This is an optimization exercise on Yosys and OpenROAD, whose aim is small area, a short achievable clock period and few clock cycles per item, not a production implementation. At most, simulation tests tie the RTL to the original design; equivalence was not proved. No functional check of the RTL was part of runs 2 and 3.

## flow/run.sh

```bash
#!/bin/bash
# synth_recipe.tcl (not shown) runs the flow's synth.tcl, then flattens the netlist and writes it again
# the make line also repeats each setting of config.mk as NAME=value (left out here)
make -C /OpenROAD-flow-scripts/flow DESIGN_CONFIG=/design/flow/config.mk WORK_HOME=/design/flow/orfs CLKGATE_MAP_FILE= SYNTH_SCRIPT=/design/flow/synth_recipe.tcl finish
```

## flow/config.mk

```make
export PLATFORM = sky130hd
export DESIGN_NAME = EC_TOP
export DESIGN_NICKNAME = EC_TOP
export VERILOG_FILES = /design/flow/design.v
export SDC_FILE = /design/flow/constraint.sdc
export NUM_CORES = 4
export LEC_CHECK = 0
export ABC_AREA = 1
export CAP_MARGIN = 20
export CORE_MARGIN = 2
export CORE_UTILIZATION = 40
export SLEW_MARGIN = 20
```

## flow/constraint.sdc

```tcl
create_clock -name core_clock -period 44.0 [get_ports {clk}]
set_input_delay 8.8000 -clock core_clock [delete_from_list [all_inputs] [get_ports {clk}]]
set_output_delay 8.8000 -clock core_clock [all_outputs]
set_load 0.01 [all_outputs]
```

## flow/design.v

```verilog
module INV_IP (
    input  [5:0] p,
    input  [4:0] x,
    output [5:0] y
);
    wire n0;
    wire n1;
    wire n2;
    wire n3;
    wire n4;
    wire n5;
    wire n6;
    wire n7;
    wire n8;
    wire n9;
    wire n10;
    wire n11;
    wire n12;
    wire n13;
    wire n14;
    wire n15;
    wire n16;
    wire n17;
    wire n18;
    wire n19;
    wire n20;
    wire n21;
    wire n22;
    wire n23;
    wire n24;
    wire n25;
    wire n26;
    wire n27;
    wire n28;
    wire n29;
    wire n30;
    wire n31;
    wire n32;
    wire n33;
    wire n34;
    wire n35;
    wire n36;
    wire n37;
    wire n38;
    wire n39;
    wire n40;
    wire n41;
    wire n42;
    wire n43;
    wire n44;
    wire n45;
    wire n46;
    wire n47;
    wire n48;
    wire n49;
    wire n50;
    wire n51;
    wire n52;
    wire n53;
    wire n54;
    wire n55;
    wire n56;
    wire n57;
    wire n58;
    wire n59;
    wire n60;
    wire n61;
    wire n62;
    wire n63;
    wire n64;
    wire n65;
    wire n66;
    wire n67;
    wire n68;
    wire n69;
    wire n70;
    wire n71;
    wire n72;
    wire n73;
    wire n74;
    wire n75;
    wire n76;
    wire n77;
    wire n78;
    wire n79;
    wire n80;
    wire n81;
    wire n82;
    wire n83;
    wire n84;
    wire n85;
    wire n86;
    wire n87;
    wire n88;
    wire n89;
    wire n90;
    wire n91;
    wire n92;
    wire n93;
    wire n94;
    wire n95;
    wire n96;
    wire n97;
    wire n98;
    wire n99;
    wire n100;
    wire n101;
    wire n102;
    wire n103;
    wire n104;
    wire n105;
    wire n106;
    wire n107;
    wire n108;
    wire n109;
    wire n110;
    wire n111;
    wire n112;
    wire n113;
    wire n114;
    wire n115;
    wire n116;
    wire n117;
    wire n118;
    wire n119;
    wire n120;
    wire n121;
    wire n122;
    wire n123;
    wire n124;
    wire n125;
    wire n126;
    wire n127;
    wire n128;
    wire n129;
    wire n130;
    wire n131;
    wire n132;
    wire n133;
    wire n134;
    wire n135;
    wire n136;
    wire n137;
    wire n138;
    wire n139;
    wire n140;
    wire n141;
    wire n142;
    wire n143;
    wire n144;
    wire n145;
    wire n146;
    wire n147;
    wire n148;
    wire n149;
    wire n150;
    wire n151;
    wire n152;
    wire n153;
    wire n154;
    wire n155;
    wire n156;
    wire n157;
    wire n158;
    wire n159;
    wire n160;
    wire n161;
    wire n162;
    wire n163;
    wire n164;
    wire n165;
    wire n166;
    wire n167;
    wire n168;
    wire n169;
    wire n170;
    wire n171;
    wire n172;
    wire n173;
    wire n174;
    wire n175;
    wire n176;
    wire n177;
    wire n178;
    wire n179;
    wire n180;
    wire n181;
    wire n182;
    wire n183;
    wire n184;
    wire n185;
    wire n186;
    wire n187;
    wire n188;
    wire n189;
    wire n190;
    wire n191;
    wire n192;
    wire n193;
    wire n194;
    wire n195;
    wire n196;
    wire n197;
    wire n198;
    wire n199;
    wire n200;
    wire n201;
    wire n202;
    wire n203;
    wire n204;
    wire n205;
    wire n206;
    wire n207;
    wire n208;
    wire n209;
    wire n210;
    wire n211;
    wire n212;
    wire n213;
    wire n214;
    wire n215;
    wire n216;
    wire n217;
    wire n218;
    wire n219;
    wire n220;
    wire n221;
    wire n222;
    wire n223;
    wire n224;
    wire n225;
    wire n226;
    wire n227;
    wire n228;
    wire n229;
    wire n230;
    wire n231;
    wire n232;
    wire n233;
    wire n234;
    wire n235;
    wire n236;
    wire n237;
    wire n238;
    wire n239;
    wire n240;
    wire n241;
    wire n242;
    wire n243;
    wire n244;
    wire n245;
    wire n246;
    wire n247;
    wire n248;
    wire n249;
    wire n250;
    wire n251;
    wire n252;
    wire n253;
    wire n254;
    wire n255;
    wire n256;
    wire n257;
    wire n258;
    wire n259;
    wire n260;
    wire n261;
    wire n262;
    wire n263;
    wire n264;
    wire n265;
    wire n266;
    wire n267;
    wire n268;
    wire n269;
    wire n270;
    wire n271;
    wire n272;
    wire n273;
    wire n274;
    wire n275;
    wire n276;
    wire n277;
    wire n278;
    wire n279;
    wire n280;
    wire n281;
    wire n282;
    wire n283;
    wire n284;
    wire n285;
    wire n286;
    wire n287;
    wire n288;
    wire n289;
    wire n290;
    wire n291;
    wire n292;
    wire n293;
    wire n294;
    wire n295;
    wire n296;
    wire n297;
    wire n298;
    wire n299;
    wire n300;
    wire n301;
    wire n302;
    wire n303;
    wire n304;
    wire n305;
    wire n306;
    wire n307;
    wire n308;
    wire n309;
    wire n310;
    wire n311;
    wire n312;
    wire n313;
    wire n314;
    wire n315;
    wire n316;
    wire n317;
    wire n318;
    wire n319;
    wire n320;
    wire n321;
    wire n322;
    wire n323;
    wire n324;
    wire n325;
    wire n326;
    wire n327;
    wire n328;
    wire n329;
    wire n330;
    wire n331;
    wire n332;
    wire n333;
    wire n334;
    wire n335;
    wire n336;
    wire n337;
    wire n338;
    wire n339;
    wire n340;
    wire n341;
    wire n342;
    wire n343;
    wire n344;
    wire n345;
    wire n346;
    wire n347;
    wire n348;
    wire n349;
    wire n350;
    wire n351;
    wire n352;
    wire n353;
    wire n354;
    wire n355;
    wire n356;
    wire n357;
    wire n358;
    wire n359;
    wire n360;
    wire n361;
    wire n362;
    wire n363;
    wire n364;
    wire n365;
    wire n366;
    wire n367;
    wire n368;
    wire n369;
    wire n370;
    wire n371;
    wire n372;
    wire n373;
    wire n374;
    wire n375;
    wire n376;
    wire n377;
    wire n378;
    wire n379;
    wire n380;
    wire n381;
    wire n382;
    wire n383;
    wire n384;
    wire n385;
    wire n386;
    wire n387;
    wire n388;
    wire n389;
    wire n390;
    wire n391;
    wire n392;
    wire n393;
    wire n394;
    wire n395;
    wire n396;
    wire n397;
    wire n398;
    wire n399;
    wire n400;
    wire n401;
    wire n402;
    wire n403;
    wire n404;
    wire n405;
    wire n406;
    wire n407;
    wire n408;
    wire n409;
    wire n410;
    wire n411;
    wire n412;
    wire n413;
    wire n414;
    wire n415;
    wire n416;
    wire n417;
    wire n418;
    wire n419;
    wire n420;
    wire n421;
    wire n422;
    wire n423;
    wire n424;
    wire n425;
    wire n426;
    wire n427;
    wire n428;
    wire n429;
    wire n430;
    wire n431;
    wire n432;
    wire n433;
    wire n434;
    wire n435;
    wire n436;
    wire n437;
    wire n438;
    wire n439;
    wire n440;
    wire n441;
    wire n442;
    wire n443;
    wire n444;
    wire n445;
    wire n446;
    wire n447;
    wire n448;
    wire n449;
    wire n450;
    wire n451;
    wire n452;
    wire n453;
    wire n454;
    wire n455;
    wire n456;
    wire n457;
    wire n458;
    wire n459;
    wire n460;
    wire n461;
    wire n462;
    wire n463;
    wire n464;
    wire n465;
    wire n466;
    wire n467;
    wire n468;
    wire n469;
    wire n470;
    wire n471;
    wire n472;
    wire n473;
    wire n474;
    wire n475;
    wire n476;
    wire n477;
    wire n478;
    wire n479;
    wire n480;
    wire n481;
    wire n482;
    wire n483;
    wire n484;
    wire n485;
    wire n486;
    wire n487;
    wire n488;
    wire n489;
    wire n490;
    wire n491;
    wire n492;
    wire n493;
    wire n494;
    wire n495;
    wire n496;
    wire n497;
    wire n498;
    wire n499;
    wire n500;
    wire n501;
    wire n502;
    wire n503;
    assign n0 = (p[0] & p[1]);
    assign n1 = (~p[3] & n0);
    assign n2 = (~x[2] & ~x[3]);
    assign n3 = (~p[2] & ~n2);
    assign n4 = (~p[2] & x[1]);
    assign n5 = (~n3 & ~n4);
    assign n6 = (n1 & ~n5);
    assign n7 = (~x[0] & n6);
    assign n8 = (p[0] & p[2]);
    assign n9 = (p[3] & n8);
    assign n10 = (~x[0] & ~x[1]);
    assign n11 = (x[2] & n10);
    assign n12 = (n9 & n11);
    assign n13 = (x[0] & x[1]);
    assign n14 = (~x[0] & x[2]);
    assign n15 = (~n13 & ~n14);
    assign n16 = (~p[2] & n0);
    assign n17 = (~x[0] & x[1]);
    assign n18 = (~p[3] & ~n17);
    assign n19 = (n16 & n18);
    assign n20 = (n15 & n19);
    assign n21 = (~n12 & ~n20);
    assign n22 = (x[0] & x[2]);
    assign n23 = (n1 & n22);
    assign n24 = (n21 & n23);
    assign n25 = (~n7 & ~n24);
    assign n26 = (~x[1] & ~n25);
    assign n27 = (~p[1] & n9);
    assign n28 = (x[0] & ~x[2]);
    assign n29 = (~x[3] & n17);
    assign n30 = (x[2] & n29);
    assign n31 = (~n28 & ~n30);
    assign n32 = (x[0] & ~x[1]);
    assign n33 = (~x[2] & x[3]);
    assign n34 = (~n32 & ~n33);
    assign n35 = (n31 & n34);
    assign n36 = (n27 & ~n35);
    assign n37 = (~x[1] & ~x[3]);
    assign n38 = (~n14 & n37);
    assign n39 = (n9 & n38);
    assign n40 = (~n36 & ~n39);
    assign n41 = (p[4] & ~p[5]);
    assign n42 = (p[2] & n0);
    assign n43 = (n2 & n13);
    assign n44 = (n42 & n43);
    assign n45 = (n41 & ~n44);
    assign n46 = (p[0] & ~p[2]);
    assign n47 = (~p[1] & ~p[3]);
    assign n48 = (n46 & n47);
    assign n49 = (p[3] & n42);
    assign n50 = (~n48 & ~n49);
    assign n51 = (x[1] & x[2]);
    assign n52 = (x[0] & ~x[3]);
    assign n53 = (~n51 & ~n52);
    assign n54 = (x[2] & ~x[3]);
    assign n55 = (~x[1] & ~n54);
    assign n56 = (n53 & ~n55);
    assign n57 = (~n2 & ~n56);
    assign n58 = (~n9 & ~n57);
    assign n59 = (x[0] & x[3]);
    assign n60 = (~x[2] & n59);
    assign n61 = (n13 & n54);
    assign n62 = (~n60 & ~n61);
    assign n63 = (~n17 & ~n32);
    assign n64 = (x[2] & x[3]);
    assign n65 = (n63 & n64);
    assign n66 = (n62 & ~n65);
    assign n67 = (~n58 & n66);
    assign n68 = (~n50 & ~n67);
    assign n69 = (n45 & ~n68);
    assign n70 = (n40 & n69);
    assign n71 = (~n26 & n70);
    assign n72 = (~p[1] & n8);
    assign n73 = (~p[3] & n72);
    assign n74 = (~x[3] & x[4]);
    assign n75 = (~x[3] & ~x[4]);
    assign n76 = (x[2] & n75);
    assign n77 = (~x[2] & ~n75);
    assign n78 = (~n76 & ~n77);
    assign n79 = (~n74 & n78);
    assign n80 = (n17 & n79);
    assign n81 = (n13 & n74);
    assign n82 = (~x[4] & n17);
    assign n83 = (x[4] & n32);
    assign n84 = (n33 & ~n83);
    assign n85 = (~n82 & n84);
    assign n86 = (~n81 & ~n85);
    assign n87 = (~n80 & n86);
    assign n88 = (n73 & ~n87);
    assign n89 = (~x[2] & n17);
    assign n90 = (~x[3] & n89);
    assign n91 = (n27 & ~n90);
    assign n92 = (~x[4] & n32);
    assign n93 = (n33 & n92);
    assign n94 = (x[1] & ~x[4]);
    assign n95 = (n2 & n94);
    assign n96 = (~n11 & ~n82);
    assign n97 = (~n95 & n96);
    assign n98 = (~n93 & n97);
    assign n99 = (n91 & n98);
    assign n100 = (p[4] & p[5]);
    assign n101 = (p[3] & n16);
    assign n102 = (~n13 & n54);
    assign n103 = (~n43 & ~n102);
    assign n104 = (x[3] & ~n22);
    assign n105 = (~n10 & ~n104);
    assign n106 = (n103 & n105);
    assign n107 = (~x[1] & ~x[2]);
    assign n108 = (~n59 & ~n107);
    assign n109 = (~x[4] & ~n108);
    assign n110 = (x[1] & n75);
    assign n111 = (~n109 & ~n110);
    assign n112 = (~n106 & n111);
    assign n113 = (n101 & ~n112);
    assign n114 = (n100 & ~n113);
    assign n115 = (~n99 & n114);
    assign n116 = (~n88 & n115);
    assign n117 = (~x[3] & n83);
    assign n118 = (p[3] & ~n117);
    assign n119 = (x[2] & ~n74);
    assign n120 = (~n29 & n119);
    assign n121 = (n42 & ~n120);
    assign n122 = (~n90 & n121);
    assign n123 = (n118 & n122);
    assign n124 = (~p[4] & p[5]);
    assign n125 = (~n123 & n124);
    assign n126 = (~x[1] & n75);
    assign n127 = (~n22 & n126);
    assign n128 = (p[1] & ~n127);
    assign n129 = (x[4] & n89);
    assign n130 = (x[1] & n33);
    assign n131 = (p[3] & n46);
    assign n132 = (~x[1] & x[3]);
    assign n133 = (x[2] & n132);
    assign n134 = (n131 & ~n133);
    assign n135 = (~n130 & n134);
    assign n136 = (~n129 & n135);
    assign n137 = (n128 & n136);
    assign n138 = (~p[1] & n131);
    assign n139 = (n33 & n63);
    assign n140 = (~n102 & ~n139);
    assign n141 = (~n10 & ~n140);
    assign n142 = (n138 & ~n141);
    assign n143 = (n10 & ~n33);
    assign n144 = (n62 & ~n143);
    assign n145 = (~x[4] & n107);
    assign n146 = (~x[3] & n145);
    assign n147 = (n144 & ~n146);
    assign n148 = (n73 & ~n147);
    assign n149 = (~n142 & ~n148);
    assign n150 = (~n137 & n149);
    assign n151 = (n125 & n150);
    assign n152 = (~p[4] & ~p[5]);
    assign n153 = (p[3] & x[1]);
    assign n154 = (n16 & n153);
    assign n155 = (~n27 & ~n154);
    assign n156 = (p[2] & ~n13);
    assign n157 = (~n155 & ~n156);
    assign n158 = (n152 & ~n157);
    assign n159 = (n8 & n18);
    assign n160 = (n158 & ~n159);
    assign n161 = (~n151 & ~n160);
    assign n162 = (~n116 & n161);
    assign y[0] = (~n71 & n162);
    assign n163 = (p[3] & ~x[0]);
    assign n164 = (n13 & n49);
    assign n165 = (~n163 & ~n164);
    assign n166 = (n33 & ~n165);
    assign n167 = (~n138 & ~n166);
    assign n168 = (~n0 & n33);
    assign n169 = (x[2] & n13);
    assign n170 = (~n168 & ~n169);
    assign n171 = (~n90 & n170);
    assign n172 = (~n127 & n171);
    assign n173 = (~n167 & n172);
    assign n174 = (~x[0] & n74);
    assign n175 = (~x[2] & n174);
    assign n176 = (~x[2] & n13);
    assign n177 = (x[2] & n32);
    assign n178 = (~n64 & ~n177);
    assign n179 = (~n176 & n178);
    assign n180 = (n73 & n179);
    assign n181 = (~n175 & n180);
    assign n182 = (n124 & ~n181);
    assign n183 = (~x[4] & n176);
    assign n184 = (x[3] & n22);
    assign n185 = (~n54 & ~n74);
    assign n186 = (~x[1] & ~n185);
    assign n187 = (~n184 & ~n186);
    assign n188 = (~n183 & n187);
    assign n189 = (n49 & ~n188);
    assign n190 = (n54 & n83);
    assign n191 = (x[2] & ~n75);
    assign n192 = (n10 & ~n191);
    assign n193 = (n28 & n75);
    assign n194 = (~n169 & ~n193);
    assign n195 = (~n192 & n194);
    assign n196 = (~n190 & n195);
    assign n197 = (n101 & ~n196);
    assign n198 = (~n189 & ~n197);
    assign n199 = (n182 & n198);
    assign n200 = (~n173 & n199);
    assign n201 = (x[4] & ~n155);
    assign n202 = (n27 & n37);
    assign n203 = (x[3] & ~n92);
    assign n204 = (n101 & ~n203);
    assign n205 = (~n202 & ~n204);
    assign n206 = (~n201 & n205);
    assign n207 = (~x[2] & ~n17);
    assign n208 = (~n206 & n207);
    assign n209 = (x[2] & n72);
    assign n210 = (x[4] & n17);
    assign n211 = (~x[4] & n10);
    assign n212 = (~n52 & ~n211);
    assign n213 = (~n210 & n212);
    assign n214 = (p[3] & ~n213);
    assign n215 = (n13 & n75);
    assign n216 = (~n214 & ~n215);
    assign n217 = (n209 & ~n216);
    assign n218 = (n37 & n101);
    assign n219 = (~n73 & ~n218);
    assign n220 = (~x[0] & n33);
    assign n221 = (n53 & ~n220);
    assign n222 = (~n145 & ~n221);
    assign n223 = (~n219 & ~n222);
    assign n224 = (n100 & ~n223);
    assign n225 = (~n217 & n224);
    assign n226 = (~n208 & n225);
    assign n227 = (~n153 & ~n163);
    assign n228 = (~n18 & n227);
    assign n229 = (n72 & ~n228);
    assign n230 = (~n16 & ~n229);
    assign n231 = (n163 & ~n209);
    assign n232 = (~n230 & ~n231);
    assign n233 = (n101 & n107);
    assign n234 = (n152 & ~n233);
    assign n235 = (~n232 & n234);
    assign n236 = (~x[3] & n22);
    assign n237 = (~x[0] & n64);
    assign n238 = (~n236 & ~n237);
    assign n239 = (n91 & n238);
    assign n240 = (x[1] & n54);
    assign n241 = (~n60 & ~n240);
    assign n242 = (n9 & ~n241);
    assign n243 = (~n6 & ~n242);
    assign n244 = (~n239 & n243);
    assign n245 = (~n13 & ~n244);
    assign n246 = (p[2] & n139);
    assign n247 = (~n51 & ~n246);
    assign n248 = (n1 & ~n247);
    assign n249 = (~n15 & n48);
    assign n250 = (n41 & ~n249);
    assign n251 = (~n248 & n250);
    assign n252 = (~n245 & n251);
    assign n253 = (~n235 & ~n252);
    assign n254 = (~n226 & n253);
    assign y[1] = (~n200 & n254);
    assign n255 = (~n22 & n153);
    assign n256 = (n103 & ~n255);
    assign n257 = (~x[4] & ~n29);
    assign n258 = (~n256 & ~n257);
    assign n259 = (n118 & ~n133);
    assign n260 = (~x[1] & x[2]);
    assign n261 = (~n74 & ~n176);
    assign n262 = (~n260 & ~n261);
    assign n263 = (x[4] & n130);
    assign n264 = (~n83 & ~n236);
    assign n265 = (~n263 & n264);
    assign n266 = (~n191 & n265);
    assign n267 = (~n262 & n266);
    assign n268 = (~p[3] & ~n267);
    assign n269 = (~n259 & ~n268);
    assign n270 = (~n258 & ~n269);
    assign n271 = (n72 & ~n270);
    assign n272 = (~n31 & ~n83);
    assign n273 = (n32 & n64);
    assign n274 = (~n146 & ~n273);
    assign n275 = (~x[4] & n240);
    assign n276 = (n84 & ~n145);
    assign n277 = (~n275 & ~n276);
    assign n278 = (n274 & n277);
    assign n279 = (~n272 & n278);
    assign n280 = (n101 & ~n279);
    assign n281 = (n100 & ~n280);
    assign n282 = (~n271 & n281);
    assign n283 = (~n83 & ~n132);
    assign n284 = (~n108 & ~n283);
    assign n285 = (n73 & ~n284);
    assign n286 = (x[3] & n32);
    assign n287 = (x[2] & n74);
    assign n288 = (~n286 & ~n287);
    assign n289 = (~n2 & ~n13);
    assign n290 = (n288 & n289);
    assign n291 = (n96 & ~n290);
    assign n292 = (n49 & ~n291);
    assign n293 = (~n285 & ~n292);
    assign n294 = (~n240 & ~n293);
    assign n295 = (~n138 & ~n164);
    assign n296 = (~n54 & ~n130);
    assign n297 = (n4 & ~n296);
    assign n298 = (n5 & n74);
    assign n299 = (~n174 & ~n220);
    assign n300 = (~n273 & n299);
    assign n301 = (~n298 & n300);
    assign n302 = (~n297 & n301);
    assign n303 = (~n295 & ~n302);
    assign n304 = (~n14 & ~n215);
    assign n305 = (n288 & n304);
    assign n306 = (n101 & ~n305);
    assign n307 = (n124 & ~n306);
    assign n308 = (~n303 & n307);
    assign n309 = (~n294 & n308);
    assign n310 = (x[1] & n1);
    assign n311 = (n72 & ~n107);
    assign n312 = (~n310 & ~n311);
    assign n313 = (~n232 & ~n312);
    assign n314 = (n158 & ~n313);
    assign n315 = (~n64 & ~n132);
    assign n316 = (p[1] & ~n315);
    assign n317 = (n104 & n144);
    assign n318 = (~n316 & ~n317);
    assign n319 = (n9 & ~n318);
    assign n320 = (~n10 & n33);
    assign n321 = (~n11 & n156);
    assign n322 = (~n3 & ~n321);
    assign n323 = (~n320 & ~n322);
    assign n324 = (n1 & ~n323);
    assign n325 = (n27 & n56);
    assign n326 = (n48 & ~n51);
    assign n327 = (~n207 & n326);
    assign n328 = (n45 & ~n327);
    assign n329 = (~n325 & n328);
    assign n330 = (~n324 & n329);
    assign n331 = (~n319 & n330);
    assign n332 = (~n314 & ~n331);
    assign n333 = (~n309 & n332);
    assign y[2] = (~n282 & n333);
    assign n334 = (n128 & ~n190);
    assign n335 = (~x[0] & ~n79);
    assign n336 = (~p[4] & ~n43);
    assign n337 = (~n335 & n336);
    assign n338 = (~n334 & ~n337);
    assign n339 = (p[4] & x[4]);
    assign n340 = (n13 & n339);
    assign n341 = (n131 & ~n340);
    assign n342 = (~n338 & n341);
    assign n343 = (n33 & ~n63);
    assign n344 = (~x[4] & n343);
    assign n345 = (~n51 & ~n344);
    assign n346 = (n342 & n345);
    assign n347 = (~n65 & ~n126);
    assign n348 = (~p[3] & ~n347);
    assign n349 = (~n59 & ~n74);
    assign n350 = (n228 & ~n349);
    assign n351 = (~n74 & ~n82);
    assign n352 = (p[3] & x[2]);
    assign n353 = (~n351 & n352);
    assign n354 = (~n145 & ~n193);
    assign n355 = (~n343 & n354);
    assign n356 = (~n353 & n355);
    assign n357 = (~n350 & n356);
    assign n358 = (~n348 & n357);
    assign n359 = (n72 & ~n358);
    assign n360 = (n100 & ~n359);
    assign n361 = (~n346 & n360);
    assign n362 = (n79 & ~n176);
    assign n363 = (~n83 & ~n362);
    assign n364 = (p[1] & ~n363);
    assign n365 = (~n184 & ~n286);
    assign n366 = (~n364 & n365);
    assign n367 = (n342 & n366);
    assign n368 = (~n29 & ~n174);
    assign n369 = (n140 & n368);
    assign n370 = (n73 & ~n369);
    assign n371 = (n49 & ~n183);
    assign n372 = (~n89 & n104);
    assign n373 = (~n190 & ~n372);
    assign n374 = (n371 & n373);
    assign n375 = (n124 & ~n374);
    assign n376 = (~n370 & n375);
    assign n377 = (~n367 & n376);
    assign n378 = (~n48 & n296);
    assign n379 = (n10 & n33);
    assign n380 = (~n176 & ~n379);
    assign n381 = (~n50 & n380);
    assign n382 = (~n378 & n381);
    assign n383 = (x[1] & n2);
    assign n384 = (~n60 & ~n383);
    assign n385 = (~n49 & ~n384);
    assign n386 = (n42 & n385);
    assign n387 = (n27 & ~n289);
    assign n388 = (n9 & n184);
    assign n389 = (n41 & ~n388);
    assign n390 = (~n387 & n389);
    assign n391 = (n21 & n390);
    assign n392 = (~n386 & n391);
    assign n393 = (~n382 & n392);
    assign n394 = (~n89 & n321);
    assign n395 = (n27 & n394);
    assign n396 = (n10 & n101);
    assign n397 = (n234 & ~n396);
    assign n398 = (~n395 & n397);
    assign n399 = (~n393 & ~n398);
    assign n400 = (~n377 & n399);
    assign y[3] = (~n361 & n400);
    assign n401 = (n40 & ~n42);
    assign n402 = (~n61 & ~n132);
    assign n403 = (~n11 & n402);
    assign n404 = (n49 & n107);
    assign n405 = (~n385 & ~n404);
    assign n406 = (n403 & n405);
    assign n407 = (~n401 & n406);
    assign n408 = (~x[0] & ~n54);
    assign n409 = (n27 & n408);
    assign n410 = (~n394 & n409);
    assign n411 = (n48 & n379);
    assign n412 = (~p[5] & ~n411);
    assign n413 = (~n410 & n412);
    assign n414 = (~n24 & n413);
    assign n415 = (~n407 & n414);
    assign n416 = (~x[1] & ~n74);
    assign n417 = (x[1] & n74);
    assign n418 = (~n416 & ~n417);
    assign n419 = (n22 & ~n418);
    assign n420 = (~n132 & ~n417);
    assign n421 = (n14 & ~n420);
    assign n422 = (~n368 & ~n421);
    assign n423 = (~n419 & ~n422);
    assign n424 = (p[5] & n49);
    assign n425 = (~n423 & n424);
    assign n426 = (~x[0] & n76);
    assign n427 = (n17 & n33);
    assign n428 = (~n273 & ~n427);
    assign n429 = (~n175 & n428);
    assign n430 = (~n426 & n429);
    assign n431 = (n101 & ~n430);
    assign n432 = (~n33 & ~n55);
    assign n433 = (n138 & n432);
    assign n434 = (n212 & n433);
    assign n435 = (~n108 & n416);
    assign n436 = (n384 & ~n435);
    assign n437 = (n73 & ~n436);
    assign n438 = (n154 & ~n185);
    assign n439 = (~p[4] & ~n438);
    assign n440 = (~n437 & n439);
    assign n441 = (~n434 & n440);
    assign n442 = (~n431 & n441);
    assign n443 = (~n425 & n442);
    assign n444 = (~n11 & ~n240);
    assign n445 = (x[4] & ~n444);
    assign n446 = (~n215 & ~n445);
    assign n447 = (p[3] & ~n446);
    assign n448 = (~x[4] & ~n163);
    assign n449 = (x[4] & n163);
    assign n450 = (n320 & ~n449);
    assign n451 = (~n448 & n450);
    assign n452 = (n76 & ~n153);
    assign n453 = (~p[3] & n59);
    assign n454 = (n22 & ~n83);
    assign n455 = (~n453 & ~n454);
    assign n456 = (~n452 & n455);
    assign n457 = (~n451 & n456);
    assign n458 = (~n447 & n457);
    assign n459 = (n13 & ~n74);
    assign n460 = (~p[3] & n459);
    assign n461 = (n72 & ~n460);
    assign n462 = (~n458 & n461);
    assign n463 = (n63 & n418);
    assign n464 = (~n95 & n101);
    assign n465 = (n265 & n464);
    assign n466 = (~n463 & n465);
    assign n467 = (n100 & ~n466);
    assign n468 = (~n462 & n467);
    assign n469 = (~n443 & ~n468);
    assign y[4] = (~n415 & n469);
    assign n470 = (n408 & n418);
    assign n471 = (~n64 & n289);
    assign n472 = (~n264 & n471);
    assign n473 = (p[3] & ~n472);
    assign n474 = (~n470 & n473);
    assign n475 = (~p[3] & ~n273);
    assign n476 = (~n262 & n475);
    assign n477 = (~n474 & ~n476);
    assign n478 = (~n190 & ~n477);
    assign n479 = (n72 & ~n478);
    assign n480 = (x[4] & ~n403);
    assign n481 = (~x[4] & n220);
    assign n482 = (n101 & ~n481);
    assign n483 = (n274 & n482);
    assign n484 = (~n480 & n483);
    assign n485 = (p[4] & ~n484);
    assign n486 = (~n479 & n485);
    assign n487 = (~n88 & ~n101);
    assign n488 = (~n117 & ~n237);
    assign n489 = (~n487 & ~n488);
    assign n490 = (x[1] & ~n77);
    assign n491 = (n49 & ~n490);
    assign n492 = (~n180 & ~n491);
    assign n493 = (x[0] & ~n416);
    assign n494 = (~n492 & n493);
    assign n495 = (n63 & ~n459);
    assign n496 = (n138 & n495);
    assign n497 = (~n78 & n496);
    assign n498 = (n49 & n421);
    assign n499 = (~p[4] & ~n498);
    assign n500 = (~n497 & n499);
    assign n501 = (~n494 & n500);
    assign n502 = (~n489 & n501);
    assign n503 = (p[5] & ~n502);
    assign y[5] = (~n486 & n503);
endmodule
module EC_TOP(
    clk, rst_n, in_valid,
    in_Px, in_Py, in_Qx, in_Qy, in_prime, in_a,
    out_valid, out_Rx, out_Ry
);
    input clk, rst_n, in_valid;
    input [6-1:0] in_Px, in_Py, in_Qx, in_Qy, in_prime, in_a;
    output reg out_valid;
    output reg [6-1:0] out_Rx, out_Ry;
    reg c1, c2, c3, c4;
    always @(posedge clk or negedge rst_n) begin
        if (!rst_n) begin
            c1 <= 1'b0; c2 <= 1'b0; c3 <= 1'b0; c4 <= 1'b0; out_valid <= 1'b0;
        end else begin
            c1 <= in_valid;
            c2 <= c1;
            c3 <= c2;
            c4 <= c3;
            out_valid <= c4;
        end
    end
    wire      in_dbl = (in_Px == in_Qx);
    reg [5:0] p, px, qx, npy;
    always @(posedge clk) begin
        if (in_valid) begin
            p   <= in_prime;
            px  <= in_Px;
            qx  <= in_Qx;
            npy <= in_prime - in_Py;
        end
    end
    reg [5:0] cq;                
    reg       dbl, cadd;         
    always @(posedge clk) begin
        cq   <= !in_valid ? 6'd0 : in_dbl ? in_a : in_Qy;
        dbl  <= in_dbl;
        cadd <= in_valid & !in_dbl;
    end
    wire [7:0] d    = dbl ? ({2'b0, p} - {1'b0, npy, 1'b0}) : ({2'b0, qx} - {2'b0, px});
    wire       dneg = d[7];
    wire [5:0] dabs = dneg ? (6'd0 - d[5:0]) : d[5:0];
    wire [6:0] dcmp = {1'b0, p} - {dabs, 1'b0};         
    wire       fold = dcmp[6];
    wire [5:0] xh   = fold ? (p - dabs) : dabs;
    wire [5:0] jh;
    INV_IP u_inv (.p(p), .x(xh[4:0]), .y(jh));
    wire [5:0] jv   = (dneg ^ fold) ? (p - jh) : jh;
    reg  [7:0] ra;               
    reg  [5:0] rb;               
    wire [6:0] k3  = {p, 1'b0} - {1'b0, px} - {1'b0, qx};
    wire [6:0] mk  = c3 ? k3 : c4 ? {1'b0, npy} : 7'd0;
    wire [8:0] sa [0:6];
    wire [8:0] sb [0:6];
    assign sa[0] = {3'b0, cq};
    assign sb[0] = {3'b0, cadd ? npy : 6'd0};
    genvar i;
    generate
        for (i = 0; i < 6; i = i + 1) begin : it
            wire [8:0] v3 = rb[i] ? {1'b0, ra} : 9'd0;
            wire       m  = sa[i][0] ^ sb[i][0] ^ v3[0];
            wire [8:0] v4 = m ? {3'b0, p} : 9'd0;
            wire [8:0] s1 = sa[i] ^ sb[i] ^ v3;
            wire [8:0] k1 = (sa[i] & sb[i]) | (sa[i] & v3) | (sb[i] & v3);
            wire [8:0] c1s = {k1[7:0], 1'b0};
            wire [8:0] s2 = s1 ^ c1s ^ v4;
            wire [8:0] k2 = (s1 & c1s) | (s1 & v4) | (c1s & v4);
            assign sa[i+1] = {1'b0, s2[8:1]};
            assign sb[i+1] = k2;
        end
    endgenerate
    wire [8:0] u   = sa[6] + sb[6];
    wire [8:0] r   = sa[6] + sb[6] + {2'b0, mk};           
    wire [8:0] r1  = r - {3'b0, p};
    wire [8:0] r2  = r - {2'b0, p, 1'b0};
    wire [8:0] r3  = r - ({3'b0, p} + {2'b0, p, 1'b0});
    wire [5:0] res = !r3[8] ? r3[5:0] : !r2[8] ? r2[5:0] : !r1[8] ? r1[5:0] : r[5:0];
    wire [7:0] w0  = {1'b0, px, 1'b0} + {2'b0, qx};        
    wire [7:0] w1  = w0 - {2'b0, p};
    wire [7:0] w2  = w0 - {1'b0, p, 1'b0};
    wire [5:0] w   = !w2[7] ? w2[5:0] : !w1[7] ? w1[5:0] : w0[5:0];
    wire [8:0] x4a = {3'b0, w} + {2'b0, p, 1'b0} - u;      
    wire [8:0] x4b = x4a - {3'b0, p};
    wire [7:0] x4  = x4b[8] ? x4a[7:0] : x4b[7:0];         
    wire [6:0] e1 = {ra[5:0], 1'b0};
    wire [5:0] f1 = (e1 >= {1'b0, p}) ? (e1 - {1'b0, p}) : e1[5:0];
    wire [6:0] e2 = {f1, 1'b0};
    wire [5:0] f2 = (e2 >= {1'b0, p}) ? (e2 - {1'b0, p}) : e2[5:0];
    wire [6:0] e3 = {f2, 1'b0};
    wire [5:0] f3 = (e3 >= {1'b0, p}) ? (e3 - {1'b0, p}) : e3[5:0];
    wire [7:0] ra_o = in_valid ? ({2'b0, in_Px} + {1'b0, in_Px, 1'b0}) : x4;
    wire [5:0] rb_o = in_valid ? (in_dbl ? in_Px : 6'd0) : c1 ? jv : f3;
    always @(posedge clk) begin
        ra <= (c1 | c2) ? {2'b0, res} : ra_o;
        rb <= c2 ? res : rb_o;
        out_Ry <= res;
        if (c3) out_Rx <= res;
    end
endmodule
```

==> flow_metrics.env, run 1 <==
export IMPL_slowest_stage="clkinv_1"
export IMPL_cts_tree="yes"
export IMPL_htree_levels=3
export IMPL_gp_congestion=0.956
export IMPL_setup_tns_ns=0
export IMPL_dr_total_vias=12368
export IMPL_grt_busiest_layer="met2"
export IMPL_cts_resized=0
export IMPL_r2r_end="ra[5]"
export IMPL_critPathMaxStageDelay_ns=0.69
export IMPL_gr_usage_met2=0.451
export IMPL_vias_per_cell=5.31
export IMPL_clk_pin_slew_ns=0.06
export IMPL_worst_path_stages=46
export IMPL_post_route_period_util=0.299
export IMPL_root_buffer="clkbuf_16"
export IMPL_pin_count=52
export IMPL_cp_required_ns=44.23
export IMPL_nets=2225
export IMPL_synth_area_um2=12900
export IMPL_regToRegSetupSlack_ns=30.85
export IMPL_drtAntennaViolNets=0
export IMPL_maxCapViolCount=0
export IMPL_grt_start_max_net_pins=42
export IMPL_dp_hpwl_um=34200
export IMPL_drt_iter0_drc=1033
export IMPL_grt_first_pass_wirelength_um=67600
export IMPL_seq_area_frac_synth=0.123
export IMPL_fmax_mhz=76.0
export IMPL_hold_viol_final=0
export IMPL_die_h_um=184
export IMPL_cts_hold_buf=0
export IMPL_die_w_um=184
export IMPL_wirelength_um=43000
export IMPL_antenna_found_initial=0
export IMPL_slew_headroom=0.326
export IMPL_drc=0
export IMPL_cp_data_arrival_time_ns=13.38
export IMPL_startpoint_type="flop"
export IMPL_fin_util=0.447
export IMPL_start_util=0.407
export IMPL_async_flop_share=0.0794
export IMPL_drive_gt1_frac=0.0587
export IMPL_path_delay_family="adder cells"
export IMPL_hp_class="reg -> reg"
export IMPL_grt_setup_unrepaired="no"
export IMPL_grt_pass1_vias=12362
export IMPL_outcome="complete, no violations"
export IMPL_area_growth_syn_to_layout_pct=9.68
export IMPL_path_buf_inv=11
export IMPL_syn_nets=2180
export IMPL_yosysWarnings=1
export IMPL_clock_skew_ns=0.0111
export IMPL_endpoint="ra[5]"
export IMPL_rows=65
export IMPL_finalSetupViolCount=0
export IMPL_synthFlopType="edfxtp_1"
export IMPL_grt_use_total=0.262
export IMPL_wl_per_cell_um=18.5
export IMPL_ys_types=57
export IMPL_path_max_fanout=19
export IMPL_postCtsSetupBuffers=0
export IMPL_syn_avg_cell_area_um2=6.87
export IMPL_fillers=3245
export IMPL_grt_use_met3=0.0382
export IMPL_ys_ff_latch=63
export IMPL_min_period_ns=13.15
export IMPL_fp_dieArea_um2=33700
export IMPL_diodes=0
export IMPL_synth_edf_count=30
export IMPL_dp_slack_ns=30.83
export IMPL_worstRegToRegCells=46
export IMPL_io_buffers=51
export IMPL_fin_area_um2=14100
export IMPL_crit_top_cell="fa_1"
export IMPL_setup_worst_path_class="reg -> reg"
export IMPL_placed_area_um2=13800
export IMPL_cts_sinks=63
export IMPL_drv_slew=0
export IMPL_cp_end_kind="flop"
export IMPL_worst_hold_slack_ns=0.547
export IMPL_clk_latency_ns=0.36
export IMPL_reg2reg_from="p[2]"
export IMPL_gr_total_overflow=0
export IMPL_tightest_slew_ns=1.01
export IMPL_cts_buffers=9
export IMPL_core_area_um2=31600
export IMPL_fin_ws_ns=30.85
export IMPL_cts_buffer_depth=2
export IMPL_synth_cells=1876
export IMPL_use_met1=0.337
export IMPL_critPathLaunch="p[2]"
export IMPL_first_pass_iters=6
==> kinds of logic (layout without fill, tap and decap cells) <==
group                    Yosys count  after routing  share of synthesized area
AND/OR/NAND/NOR                  812            812                      0.271
buffers and inverters            398            448                      0.121
AO/OA/AOI/OAI                    267            267                      0.117
adder cells (fa/ha/maj)          265            265                      0.318
flip-flops                        63             63                      0.123
multiplexers                       1              1                   0.000874
XOR/XNOR                          70             70                     0.0487
==> Yosys cell counts, drive strengths merged (7+ instances only) <==
master | count | area [um^2]
nor3 | 12 | 60.1
nand3 | 119 | 661
inv | 360 | 1350
xnor2 | 21 | 184
ha | 160 | 2000
o211ai | 8 | 60.1
dfxtp | 28 | 561
fa | 105 | 2100
or2 | 11 | 68.8
clkbuf | 15 | 56.3
o21ai | 115 | 591
xor2 | 49 | 444
nand4 | 15 | 93.8
nand2 | 496 | 1950
a211oi | 8 | 60.1
a21oi | 105 | 548
clkinv | 7 | 26.3
buf | 16 | 128
nor2 | 150 | 591
edfxtp | 30 | 901
a31oi | 8 | 56.3
==> worst min path at each step <==
stage	start	end	slack, ns	depth (start not counted)
after floorplan	c1	c2	0.39	0
after global placement	c2	c3	0.53	0
after detailed placement	c2	c3	0.53	0
after CTS	c2	c3	0.54	0
after global routing	c2	c3	0.55	0
final	c2	c3	0.55	0
==> registers in the layout (all words and copies together), names as in the netlist <==
name,count
c3,1
c2,1
dbl,1
px,6
out_valid,1
out_Ry,6
cq,6
out_Rx,6
p,6
c4,1
cadd,1
rb,6
qx,6
ra,8
npy,6
c1,1
==> routing by layer <==
layer / part of all wire / vias up
met4: 0.032 / 0
met2: 0.47 / 462
li1: - / 6011
met1: 0.43 / 5784
met5: 0 / -
met3: 0.066 / 111
==> cell type report <==
type                       count  area (um^2)  share of cell area
sequential                    63         1590               0.112
inverter                     367         1380              0.0975
clock inverter                 4         50.0             0.00354
clock buffer                  12          268              0.0189
multi-input combinational   1415         9740               0.689
timing repair buffer          65          611              0.0432
tap                          402          503              0.0356
==> metrics by stage <==
step / std cells
floorplan: 1876
global placement: 2312
detailed placement: 2312
CTS: 2328
global route: 2328
finish: 2328
==> layout by cell type, fill, tap and decap left out, types with 10 or more instances in the layout <==
cell type        netlist  routed
fa_1                 105     105
nand4_1               15      15
inv_1                342     342
ha_1                 160     160
clkbuf_16              0      10
nor3_1                12      12
o21ai_0               83      83
xor2_1                47      47
nand2_1              469     469
clkdlybuf4s50_1        0      50
xnor2_1               21      21
a21oi_1              101     101
o21ai_1               30      30
nand3_1              109     109
buf_4                  5      14
nor2_1               143     143
inv_2                 18      18
edfxtp_1              30      30
nand2_2               22      22
dfxtp_1               28      28
Testbench counts, summed over its fixed seeds: cycles 95,992, items 16,000.
==> inputs of run 2 (changes only) <==
--- a/flow/design.v
+++ b/flow/design.v
@@ -1069,3 +1069,9 @@
     reg  [5:0] rb;               
-    wire [6:0] k3  = {p, 1'b0} - {1'b0, px} - {1'b0, qx};
+    wire [7:0] k3a = {1'b0, p, 1'b0};
+    wire [7:0] k3b = {2'b11, ~px};
+    wire [7:0] k3c = {2'b11, ~qx};
+    wire [7:0] k3s;
+    EC_RCA #(8) u_k3 (.a(k3a ^ k3b ^ k3c), .b({((k3a & k3b) | (k3a & k3c) | (k3b & k3c)), 1'b0}),
+                      .ci(1'b1), .s(k3s));
+    wire [6:0] k3  = k3s[6:0] + 7'd1;
     wire [6:0] mk  = c3 ? k3 : c4 ? {1'b0, npy} : 7'd0;
@@ -1090,8 +1096,16 @@
     endgenerate
-    wire [8:0] u   = sa[6] + sb[6];
-    wire [8:0] r   = sa[6] + sb[6] + {2'b0, mk};           
-    wire [8:0] r1  = r - {3'b0, p};
-    wire [8:0] r2  = r - {2'b0, p, 1'b0};
-    wire [8:0] r3  = r - ({3'b0, p} + {2'b0, p, 1'b0});
-    wire [5:0] res = !r3[8] ? r3[5:0] : !r2[8] ? r2[5:0] : !r1[8] ? r1[5:0] : r[5:0];
+    wire [9:0] ua  = {1'b0, sa[6]};
+    wire [9:0] ub  = {1'b0, sb[6]};
+    wire [9:0] uk  = {3'b0, mk};
+    wire [9:0] np1, np3;                                    
+    EC_RCA #(10) u_np1 (.a(~{4'b0, p}), .b(10'd0), .ci(1'b1), .s(np1));
+    EC_RCA #(10) u_np3 (.a(np1), .b({np1[8:0], 1'b0}), .ci(1'b0), .s(np3));
+    wire [9:0] np2 = {np1[8:0], 1'b0};
+    wire [9:0] a1  = ua ^ ub ^ uk;
+    wire [9:0] b1  = {((ua & ub) | (ua & uk) | (ub & uk)), 1'b0};
+    wire [9:0] r0  = a1 + b1;
+    wire [9:0] r1  = (a1 ^ b1 ^ np1) + {((a1 & b1) | (a1 & np1) | (b1 & np1)), 1'b0};
+    wire [9:0] r2  = (a1 ^ b1 ^ np2) + {((a1 & b1) | (a1 & np2) | (b1 & np2)), 1'b0};
+    wire [9:0] r3  = (a1 ^ b1 ^ np3) + {((a1 & b1) | (a1 & np3) | (b1 & np3)), 1'b0};
+    wire [5:0] res = !r3[9] ? r3[5:0] : !r2[9] ? r2[5:0] : !r1[9] ? r1[5:0] : r0[5:0];
     wire [7:0] w0  = {1'b0, px, 1'b0} + {2'b0, qx};        
@@ -1100,11 +1114,16 @@
     wire [5:0] w   = !w2[7] ? w2[5:0] : !w1[7] ? w1[5:0] : w0[5:0];
-    wire [8:0] x4a = {3'b0, w} + {2'b0, p, 1'b0} - u;      
-    wire [8:0] x4b = x4a - {3'b0, p};
-    wire [7:0] x4  = x4b[8] ? x4a[7:0] : x4b[7:0];         
-    wire [6:0] e1 = {ra[5:0], 1'b0};
-    wire [5:0] f1 = (e1 >= {1'b0, p}) ? (e1 - {1'b0, p}) : e1[5:0];
-    wire [6:0] e2 = {f1, 1'b0};
-    wire [5:0] f2 = (e2 >= {1'b0, p}) ? (e2 - {1'b0, p}) : e2[5:0];
-    wire [6:0] e3 = {f2, 1'b0};
-    wire [5:0] f3 = (e3 >= {1'b0, p}) ? (e3 - {1'b0, p}) : e3[5:0];
+    wire [9:0] wc0 = {4'b0, w} + {3'b0, p, 1'b0} + 10'd2;   
+    wire [9:0] wc1 = {4'b0, w} + {4'b0, p} + 10'd2;         
+    wire [9:0] na  = ~ua;
+    wire [9:0] nb  = ~ub;
+    wire [9:0] x40 = (na ^ nb ^ wc0) + {((na & nb) | (na & wc0) | (nb & wc0)), 1'b0};
+    wire [9:0] x41 = (na ^ nb ^ wc1) + {((na & nb) | (na & wc1) | (nb & wc1)), 1'b0};
+    wire [7:0] x4  = x41[9] ? x40[7:0] : x41[7:0];         
+    wire [6:0] e1 = {1'b0, ra[5:0]};
+    wire [7:0] g1 = {e1, 1'b0} - {2'b0, p};
+    wire [5:0] f1 = g1[7] ? {e1[4:0], 1'b0} : g1[5:0];
+    wire [7:0] g2 = {1'b0, f1, 1'b0} - {2'b0, p};
+    wire [5:0] f2 = g2[7] ? {f1[4:0], 1'b0} : g2[5:0];
+    wire [7:0] g3 = {1'b0, f2, 1'b0} - {2'b0, p};
+    wire [5:0] f3 = g3[7] ? {f2[4:0], 1'b0} : g3[5:0];
     wire [7:0] ra_o = in_valid ? ({2'b0, in_Px} + {1'b0, in_Px, 1'b0}) : x4;
@@ -1118 +1137,17 @@
 endmodule
+module EC_RCA #(parameter W = 8) (
+    input  [W-1:0] a,
+    input  [W-1:0] b,
+    input          ci,
+    output [W-1:0] s
+);
+    wire [W:0] c;
+    assign c[0] = ci;
+    genvar k;
+    generate
+        for (k = 0; k < W; k = k + 1) begin : bit_
+            assign s[k]   = a[k] ^ b[k] ^ c[k];
+            assign c[k+1] = (a[k] & b[k]) | (a[k] & c[k]) | (b[k] & c[k]);
+        end
+    endgenerate
+endmodule
--- a/flow/config.mk
+++ b/flow/config.mk
@@ -10,3 +10,4 @@
 export CORE_MARGIN = 2
-export CORE_UTILIZATION = 40
+export CORE_UTILIZATION = 70
+export PLACE_DENSITY = 0.85
 export SLEW_MARGIN = 20
==> run 2 against run 1 <==
Against the previous run:
- clock-buffer cell count shrank 2
- sequential share of layout area shrank 0.56 points
- via count rose by 16%
- core utilization is 32 points higher
- non-clock buffer count down 2
- synthesized area up 7.3%
- critical endpoint is now rb[2]
- largest cell class unchanged
==> flow_metrics.env, run 2 <==
export IMPL_outcome="complete, no violations"
export IMPL_finalSetupViolCount=0
export IMPL_regMostFlops="ra"
export IMPL_dp_hpwl_um=38100
export IMPL_cts_sinks=63
export IMPL_setup_worst_path_class="reg -> reg"
export IMPL_cts_resized=0
export IMPL_fmax_mhz=82.2
export IMPL_async_flop_share=0.0794
export IMPL_htree_levels=3
export IMPL_cp_required_ns=44.28
export IMPL_setup_tns_ns=0
export IMPL_drive_gt1_frac=0.0501
export IMPL_regToRegSetupSlack_ns=31.84
export IMPL_grt_start_max_net_pins=46
export IMPL_synthXorXnorAreaFrac=0.0481
export IMPL_vias_per_cell=6.40
export IMPL_synth_cells=1925
export IMPL_drc=0
export IMPL_cp_end_kind="flop"
export IMPL_fin_util=0.767
export IMPL_slowest_stage="fa_1"
export IMPL_grt_setup_unrepaired="no"
export IMPL_clock_skew_ns=0.0148
export IMPL_synthAdderAreaFrac=0.362
export IMPL_drt_iter0_drc=1903
export IMPL_wl_per_cell_um=22.1
export IMPL_synth_edf_count=30
export IMPL_cts_tree="yes"
export IMPL_dr_total_vias=14350
export IMPL_cp_data_arrival_time_ns=12.44
export IMPL_die_w_um=145
export IMPL_syn_nets=2278
export IMPL_maxCapViolCount=0
export IMPL_root_buffer="clkbuf_16"
export IMPL_ys_ff_latch=63
export IMPL_antenna_found_initial=0
export IMPL_synth_simple_area_share=0.241
export IMPL_synth_most_common_cell="nand2_1"
export IMPL_start_util=0.713
export IMPL_clk_pin_slew_ns=0.06
export IMPL_min_period_ns=12.16
export IMPL_final_common_cell="nand2_1"
export IMPL_syn_avg_cell_area_um2=7.19
export IMPL_worst_hold_slack_ns=0.409
export IMPL_path_max_fanout=9
export IMPL_crit_top_cell="fa_1"
export IMPL_wirelength_um=49500
export IMPL_gp_congestion=1.02
export IMPL_synthTopCellsByArea="fa_1 21%, ha_1 15%, nand2_1 11%"
export IMPL_final_cell_count_no_fill=2241
export IMPL_fp_dieArea_um2=20900
export IMPL_cts_buffers=9
export IMPL_drv_slew=0
export IMPL_slew_headroom=0.354
export IMPL_die_h_um=145
export IMPL_grt_pass1_vias=14376
export IMPL_mostFrequentLayoutCells="421 x nand2_1, 389 x inv_1, 171 x ha_1"
export IMPL_synth_area_um2=13800
export IMPL_hold_viol_final=0
export IMPL_fillers=1308
export IMPL_cts_buffer_depth=2
export IMPL_postCtsSetupBuffers=0
export IMPL_drtAntennaViolNets=0
export IMPL_rows=51
export IMPL_clk_latency_ns=0.36
export IMPL_synth_common_cells="421 x nand2_1, 389 x inv_1, 171 x ha_1"
export IMPL_post_route_period_util=0.276
export IMPL_synth_mux_area_frac=0.000724
export IMPL_dp_cells=2225
export IMPL_ys_types=62
export IMPL_grt_first_pass_wirelength_um=75700
export IMPL_grt_use_total=0.485
export IMPL_synth_top_area_frac=0.207
export IMPL_io_buffers=51
export IMPL_area_growth_syn_to_layout_pct=7.57
export IMPL_cts_hold_buf=0
export IMPL_seq_area_frac_synth=0.115
export IMPL_synthFlopType="edfxtp_1"
export IMPL_dp_slack_ns=32.11
export IMPL_yosysWarnings=2
export IMPL_tightest_slew_ns=0.966
export IMPL_hp_class="reg -> reg"
export IMPL_largest_reg_flops=8
export IMPL_core_area_um2=19400
export IMPL_yosysTopAreaCell="fa_1"
export IMPL_gr_total_overflow=0
export IMPL_placed_area_um2=14600
export IMPL_fin_area_um2=14900
export IMPL_fin_ws_ns=31.84
export IMPL_critPathMaxStageDelay_ns=0.66
export IMPL_diodes=0
export IMPL_startpoint_type="flop"
export IMPL_pin_count=52
export IMPL_synth_compound_area_share=0.111
export IMPL_synth_top_family_by_area="adder cells"
export IMPL_nets=2324
export IMPL_first_pass_iters=6
-- run 2: kinds of logic after synthesis --
| logic type | after synthesis |
|---|---|
| buffers and inverters | 435 |
| and+or+nand+nor | 770 |
| adders and majority gates | 314 |
| xor gates and xnor gates | 76 |
| muxes | 1 |
| AOI/OAI and AO/OA | 266 |
| DFF | 63 |
-- run 2: critical path: cells and delay by family, from the launching register on --
kind / cells / cell delay, ns
adder cells (fa/ha/maj): 16 / 8.12
AND/OR/NAND/NOR: 14 / 1.63
buffers and inverters: 8 / 0.98
AO/OA/AOI/OAI: 4 / 0.82
flip-flops: 1 / 0.52
-- run 2: final timing paths --
check	startpoint	end	cells after the start
worst min-delay path	c4	out_valid	0
worst min register to register	c4	out_valid	0
worst max-delay path	ra[0]	rb[2]	42
min in group asynchronous	rst_n	c2	1
worst max register to register	ra[0]	rb[2]	42
max in group asynchronous	rst_n	c4	1
-- run 2: final cells by class --
class	count	area [um^2]	share of cell area
inverter	407	1530	0.103
sequential	63	1590	0.107
timing repair buffer	63	596	0.0400
multi-input combinational	1427	10600	0.709
tap	265	332	0.0223
clock inverter	6	43.8	0.00294
clock buffer	10	239	0.0161
-- run 2: metal layers --
layer	up-vias	track usage	share of wire
li1	6152	-	-
met1	6519	0.583	0.34
met2	1311	0.745	0.43
met3	368	0.150	0.15
met4	0	0.337	0.083
met5	-	0	0
==> inputs of run 3 (changes only) <==
--- a/flow/config.mk
+++ b/flow/config.mk
@@ -10,4 +10,3 @@
 export CORE_MARGIN = 2
-export CORE_UTILIZATION = 70
-export PLACE_DENSITY = 0.85
+export CORE_UTILIZATION = 40
 export SLEW_MARGIN = 20
==> run 3 against run 2 <==
Against the previous run:
- clock-buffer cell count down 1
- fmax up 2.4%
- core utilization down 32 points
- still clean on timing, DRC and antenna
- critical path depth up 1
- via count down 11%
- first-iteration DRC count down 42%
- highest routed layer unchanged
==> flow_metrics.env, run 3 <==
export IMPL_drtAntennaViolNets=0
export IMPL_diodes=0
export IMPL_final_cell_count_no_fill=2429
export IMPL_dp_slack_ns=32.19
export IMPL_yosysTopAreaCell="fa_1"
export IMPL_nets=2322
export IMPL_cts_resized=0
export IMPL_startpoint_type="flop"
export IMPL_synth_cells=1925
export IMPL_die_h_um=190
export IMPL_yosysWarnings=2
export IMPL_cts_sinks=63
export IMPL_drv_slew=0
export IMPL_ys_ff_latch=63
export IMPL_gp_congestion=0.968
export IMPL_clk_pin_slew_ns=0.06
export IMPL_fin_area_um2=15200
export IMPL_antenna_found_initial=0
export IMPL_seqCellArea_um2=1590
export IMPL_synthTopCellsByArea="fa_1 21%, ha_1 15%, nand2_1 11%"
export IMPL_critPathMaxStageDelay_ns=0.65
export IMPL_cp_end_kind="flop"
export IMPL_start_util=0.403
export IMPL_dp_hpwl_um=36400
export IMPL_reg2reg_from="rb[0]"
export IMPL_grt_setup_unrepaired="no"
export IMPL_postCtsSetupBuffers=0
export IMPL_wl_per_cell_um=18.5
export IMPL_slowest_stage="fa_1"
export IMPL_cts_tree="yes"
export IMPL_setup_tns_ns=0
export IMPL_seq_area_frac_synth=0.115
export IMPL_regToRegSetupSlack_ns=32.12
export IMPL_syn_nets=2278
export IMPL_rows=68
export IMPL_vias_per_cell=5.24
export IMPL_die_w_um=190
export IMPL_fin_util=0.442
export IMPL_slew_headroom=0.310
export IMPL_synth_common_cells="421 x nand2_1, 389 x inv_1, 171 x ha_1"
export IMPL_area_growth_syn_to_layout_pct=9.69
export IMPL_regMostFlops="ra"
export IMPL_crit_top_cell="fa_1"
export IMPL_root_buffer="clkbuf_16"
export IMPL_ys_types=62
export IMPL_cts_buffers=9
export IMPL_clock_skew_ns=0.0107
export IMPL_htree_levels=3
export IMPL_mostFrequentLayoutCells="421 x nand2_1, 389 x inv_1, 171 x ha_1"
export IMPL_placed_area_um2=14800
export IMPL_hold_depth=0
export IMPL_gr_total_overflow=0
export IMPL_worstRegToRegCells=43
export IMPL_post_route_period_util=0.270
export IMPL_min_period_ns=11.88
export IMPL_syn_avg_cell_area_um2=7.19
export IMPL_grt_pass1_vias=12777
export IMPL_holdCritStartpoint="c4"
export IMPL_worst_hold_slack_ns=0.431
export IMPL_cts_hold_buf=0
export IMPL_finalSetupViolCount=0
export IMPL_fin_ws_ns=32.12
export IMPL_io_buffers=51
export IMPL_cp_required_ns=44.23
export IMPL_cp_data_arrival_time_ns=12.10
export IMPL_dr_total_vias=12729
export IMPL_fmax_mhz=84.2
export IMPL_outcome="complete, no violations"
export IMPL_largest_reg_flops=8
export IMPL_final_common_cell="nand2_1"
export IMPL_cts_buffer_depth=2
export IMPL_maxCapViolCount=0
export IMPL_drt_iter0_drc=1104
export IMPL_pin_count=52
export IMPL_hold_viol_final=0
export IMPL_drc=0
export IMPL_setup_worst_path_class="reg -> reg"
export IMPL_hp_class="reg -> reg"
export IMPL_grt_use_total=0.255
export IMPL_synthFlopType="edfxtp_1"
export IMPL_synth_most_common_cell="nand2_1"
export IMPL_holdPathEnd="out_valid"
export IMPL_clk_latency_ns=0.35
export IMPL_tightest_slew_ns=1.03
export IMPL_dp_cells=2413
export IMPL_path_max_fanout=10
export IMPL_async_flop_share=0.0794
export IMPL_synth_area_um2=13800
export IMPL_fillers=3491
export IMPL_grt_start_max_net_pins=46
export IMPL_wirelength_um=44800
export IMPL_multi_input_area_um2=10600
export IMPL_fp_dieArea_um2=36100
export IMPL_core_area_um2=34300
export IMPL_grt_first_pass_wirelength_um=70300
export IMPL_drive_gt1_frac=0.0491
export IMPL_synth_edf_count=30
export IMPL_synth_top_area_frac=0.207
export IMPL_first_pass_iters=6
export IMPL_r2r_end="rb[0]"
-- run 3: cell count changes in the layout (fill, tap and decap cells not counted) --
cell | before | now
buf_4 | 12 | 10
bufinv_16 | 0 | 3
clkbuf_8 | 1 | 0
clkinv_2 | 2 | 1
clkinv_4 | 1 | 2
clkinvlp_4 | 2 | 0
inv_4 | 2 | 1
inv_8 | 0 | 1
-- run 3: how the worst max path moves through the flow --
stage / startpoint / end / depth (start not counted)
after CTS: rb[0] / rb[0] / 43
after detailed placement: rb[0] / rb[0] / 43
after global routing: ra[0] / rb[0] / 43
final: rb[0] / rb[0] / 43
after floorplan: ra[0] / out_Rx[0] / 42
after global placement: rb[0] / out_Rx[0] / 41
-- run 3: area by class of cell --
type,instances,share of cell area
Timing Repair Buffer,61,0.0383
Sequential cell,63,0.105
Multi-Input combinational cell,1427,0.695
Inverter,407,0.101
Clock buffer,9,0.0148
Clock inverter,7,0.00841
Tap cell,455,0.0375
-- run 3: logic make-up after synthesis --
group                    Yosys count  synth area share
AND/OR/NAND/NOR                  770             0.241
buffers and inverters            435             0.122
adder cells (fa/ha/maj)          314             0.362
AO/OA/AOI/OAI                    266             0.111
XOR/XNOR                          76            0.0481
flip-flops                        63             0.115
multiplexers                       1          0.000724
-- run 3: critical path, delay by kind of cell, from the launching register on --
kind / cells / cell delay, ns
buf+inv: 10 / 1.22
xor+xnor: 1 / 0.19
mux: 1 / 0.27
flops: 1 / 0.51
simple gates: 11 / 1.09
compound gates: 4 / 0.46
fa+ha+maj: 16 / 8.01
-- run 3: routing by layer --
layer  vias to the layer above  global-route usage  share of wire
li1                       6132                   -              -
met1                      6003               0.339           0.44
met2                       478               0.421           0.46
met3                       116              0.0288          0.056
met4                         0               0.106          0.044
met5                         -                   0              0
==> inputs of run 4 (changes only) <==
--- a/flow/design.v
+++ b/flow/design.v
@@ -1076,3 +1076,11 @@
     wire [6:0] k3  = k3s[6:0] + 7'd1;
-    wire [6:0] mk  = c3 ? k3 : c4 ? {1'b0, npy} : 7'd0;
+    wire [7:0] k4  = {2'b0, npy} + (yq[6] ? ra : 8'd0);    
+    wire [7:0] mk  = c3 ? {1'b0, k3} : c4 ? k4 : 8'd0;
+    wire [7:0] ya  = {2'b0, px};
+    wire [7:0] yb  = {2'b0, p};
+    wire [7:0] yc  = {2'b11, ~out_Rx};
+    wire [7:0] yq;
+    EC_RCA #(8) u_yq (.a(ya ^ yb ^ yc), .b({((ya & yb) | (ya & yc) | (yb & yc)), 1'b0}),
+                      .ci(1'b1), .s(yq));
+    wire [5:0] my  = c4 ? {yq[5:1], ~(px[0] ^ out_Rx[0])} : rb;
     wire [8:0] sa [0:6];
@@ -1084,3 +1092,3 @@
         for (i = 0; i < 6; i = i + 1) begin : it
-            wire [8:0] v3 = rb[i] ? {1'b0, ra} : 9'd0;
+            wire [8:0] v3 = my[i] ? {1'b0, ra} : 9'd0;
             wire       m  = sa[i][0] ^ sb[i][0] ^ v3[0];
@@ -1098,3 +1106,3 @@
     wire [9:0] ub  = {1'b0, sb[6]};
-    wire [9:0] uk  = {3'b0, mk};
+    wire [9:0] uk  = {2'b0, mk};
     wire [9:0] np1, np3;                                    
@@ -1110,13 +1118,2 @@
     wire [5:0] res = !r3[9] ? r3[5:0] : !r2[9] ? r2[5:0] : !r1[9] ? r1[5:0] : r0[5:0];
-    wire [7:0] w0  = {1'b0, px, 1'b0} + {2'b0, qx};        
-    wire [7:0] w1  = w0 - {2'b0, p};
-    wire [7:0] w2  = w0 - {1'b0, p, 1'b0};
-    wire [5:0] w   = !w2[7] ? w2[5:0] : !w1[7] ? w1[5:0] : w0[5:0];
-    wire [9:0] wc0 = {4'b0, w} + {3'b0, p, 1'b0} + 10'd2;   
-    wire [9:0] wc1 = {4'b0, w} + {4'b0, p} + 10'd2;         
-    wire [9:0] na  = ~ua;
-    wire [9:0] nb  = ~ub;
-    wire [9:0] x40 = (na ^ nb ^ wc0) + {((na & nb) | (na & wc0) | (nb & wc0)), 1'b0};
-    wire [9:0] x41 = (na ^ nb ^ wc1) + {((na & nb) | (na & wc1) | (nb & wc1)), 1'b0};
-    wire [7:0] x4  = x41[9] ? x40[7:0] : x41[7:0];         
     wire [6:0] e1 = {1'b0, ra[5:0]};
@@ -1128,4 +1125,4 @@
     wire [5:0] f3 = g3[7] ? {f2[4:0], 1'b0} : g3[5:0];
-    wire [7:0] ra_o = in_valid ? ({2'b0, in_Px} + {1'b0, in_Px, 1'b0}) : x4;
-    wire [5:0] rb_o = in_valid ? (in_dbl ? in_Px : 6'd0) : c1 ? jv : f3;
+    wire [7:0] ra_o = in_valid ? ({2'b0, in_Px} + {1'b0, in_Px, 1'b0}) : {2'b0, f3};
+    wire [5:0] rb_o = in_valid ? (in_dbl ? in_Px : 6'd0) : jv;
     always @(posedge clk) begin
==> run 4 against run 3 <==
Against the previous run:
- global-route usage increased by 1.1 points
- non-clock buffer count increased by 4
- fmax decreased by 3.5%
- clock-buffer cell count increased by 5
- highest routed layer unchanged
- critical endpoint is now ra[3]
- still clean
==> flow_metrics.env, run 4 <==
export IMPL_outcome="complete, no violations"
export IMPL_worstRegToRegCells=46
export IMPL_nets=2007
export IMPL_cts_sinks=63
export IMPL_syn_avg_cell_area_um2=7.27
export IMPL_synthXorXnorAreaFrac=0.0377
export IMPL_ys_types=53
export IMPL_yosysTopAreaCell="fa_1"
export IMPL_diodes=0
export IMPL_regMostFlops="ra"
export IMPL_path_max_fanout=16
export IMPL_gr_total_overflow=0
export IMPL_synthAdderAreaFrac=0.352
export IMPL_antenna_found_initial=0
export IMPL_drt_iter0_drc=1049
export IMPL_cts_hold_buf=0
export IMPL_final_cell_count_no_fill=2104
export IMPL_ys_ff_latch=63
export IMPL_cts_buffer_depth=2
export IMPL_async_flop_share=0.0794
export IMPL_synth_mux_area_frac=0.000829
export IMPL_core_area_um2=29700
export IMPL_drv_slew=0
export IMPL_maxCapViolCount=0
export IMPL_synth_common_cells="375 x nand2_1, 316 x inv_1, 145 x nor2_1"
export IMPL_setup_worst_path_class="reg -> reg"
export IMPL_fin_util=0.448
export IMPL_synth_area_um2=12100
export IMPL_cts_resized=0
export IMPL_yosysWarnings=3
export IMPL_synth_simple_area_share=0.249
export IMPL_wl_per_cell_um=19.1
export IMPL_clk_latency_ns=0.34
export IMPL_dp_cells=2088
export IMPL_critPathLaunch="p[0]"
export IMPL_pin_count=52
export IMPL_final_common_cell="nand2_1"
export IMPL_dr_total_vias=11151
export IMPL_crit_top_cell="fa_1"
export IMPL_die_h_um=178
export IMPL_finalSetupViolCount=0
export IMPL_wirelength_um=40300
export IMPL_rows=63
export IMPL_startpoint_type="flop"
export IMPL_cts_tree="yes"
==> run 4: cells by family (layout without fill, tap and decap cells) <==
kind of cell             Yosys count  after routing
AO/OA/AOI/OAI                    237            237
XOR/XNOR                          52             52
adder cells (fa/ha/maj)          259            259
buffers and inverters            355            408
flip-flops                        63             63
multiplexers                       1              1
AND/OR/NAND/NOR                  694            694
==> run 4: final cells by class <==
cell class | instances | area, um^2
fillers | 3035 | 16400
clock buffers | 14 | 285
inverters | 327 | 1230
flip-flops and latches | 63 | 1590
well taps | 390 | 488
repair buffers | 65 | 611
clock inverters | 2 | 13.8
multi-input cells | 1243 | 9080
==> run 4: how the worst min path moves through the flow <==
stage | slack (ns) | cells past startpoint | start | endpoint
2_1_floorplan | 0.35 | 0 | c1 | c2
5_1_grt | 0.39 | 0 | c1 | c2
3_5_place_dp | 0.36 | 0 | c1 | c2
6_report | 0.38 | 0 | c1 | c2
3_3_place_gp | 0.36 | 0 | c1 | c2
4_1_cts | 0.38 | 0 | c1 | c2
==> run 4: critical path, delay by kind of cell, from the launching register on <==
kind	cells	cell delay (ns)
adder cells (fa/ha/maj)	16	7.63
buffers and inverters	13	1.70
AO/OA/AOI/OAI	7	1.42
AND/OR/NAND/NOR	9	0.85
flip-flops	1	0.35
XOR/XNOR	1	0.25
==> run 4: stage by stage <==
stage / worst slack (ns) / instance area, um^2
2_1_floorplan: 32.74 / 12100
3_3_place_gp: 31.95 / 13000
3_5_place_dp: 31.81 / 13000
4_1_cts: 31.72 / 13300
5_1_grt: 30.98 / 13300
6_report: 31.70 / 13300
==> run 4: layer usage <==
layer / up-vias / share of wire / track usage
met2: 468 / 0.46 / 0.435
met1: 5252 / 0.44 / 0.360
met4: 0 / 0.037 / 0.101
met5: - / 0 / 0
met3: 98 / 0.065 / 0.0300
li1: 5333 / - / -
Testbench counts of run 4, summed over its fixed seeds: cycles 95,992, items 16,000.

-- what the ideal ports hide --
The flow's constraints put no driver on any port. The routed layouts listed below were extracted and timed again, unchanged, in two steps. Step 1 assumes that a clkbuf_16 drives the clock port and a buf_2 every other input. Step 2 times the ports against the registers' clock, not the clock port: input delays grow and output delays shrink by t, the midpoint of the rising clock arrivals with the driver on. Slacks: ideal / step 1 / step 2; pairs: ideal / step 1.
run	t, ns	slack for setup (ns)	worst data-port slew with drivers (ns)	pins driven straight from the clock port
run 1	0.400	30.848 / 30.848 / 30.848	0.06	1
run 2	0.405	31.837 / 31.837 / 31.837	0.05	1
run 3	0.392	32.121 / 32.121 / 32.121	0.04	1
run 4	0.384	31.696 / 31.696 / 31.696	0.04	1
After both steps every run listed still meets setup and hold.
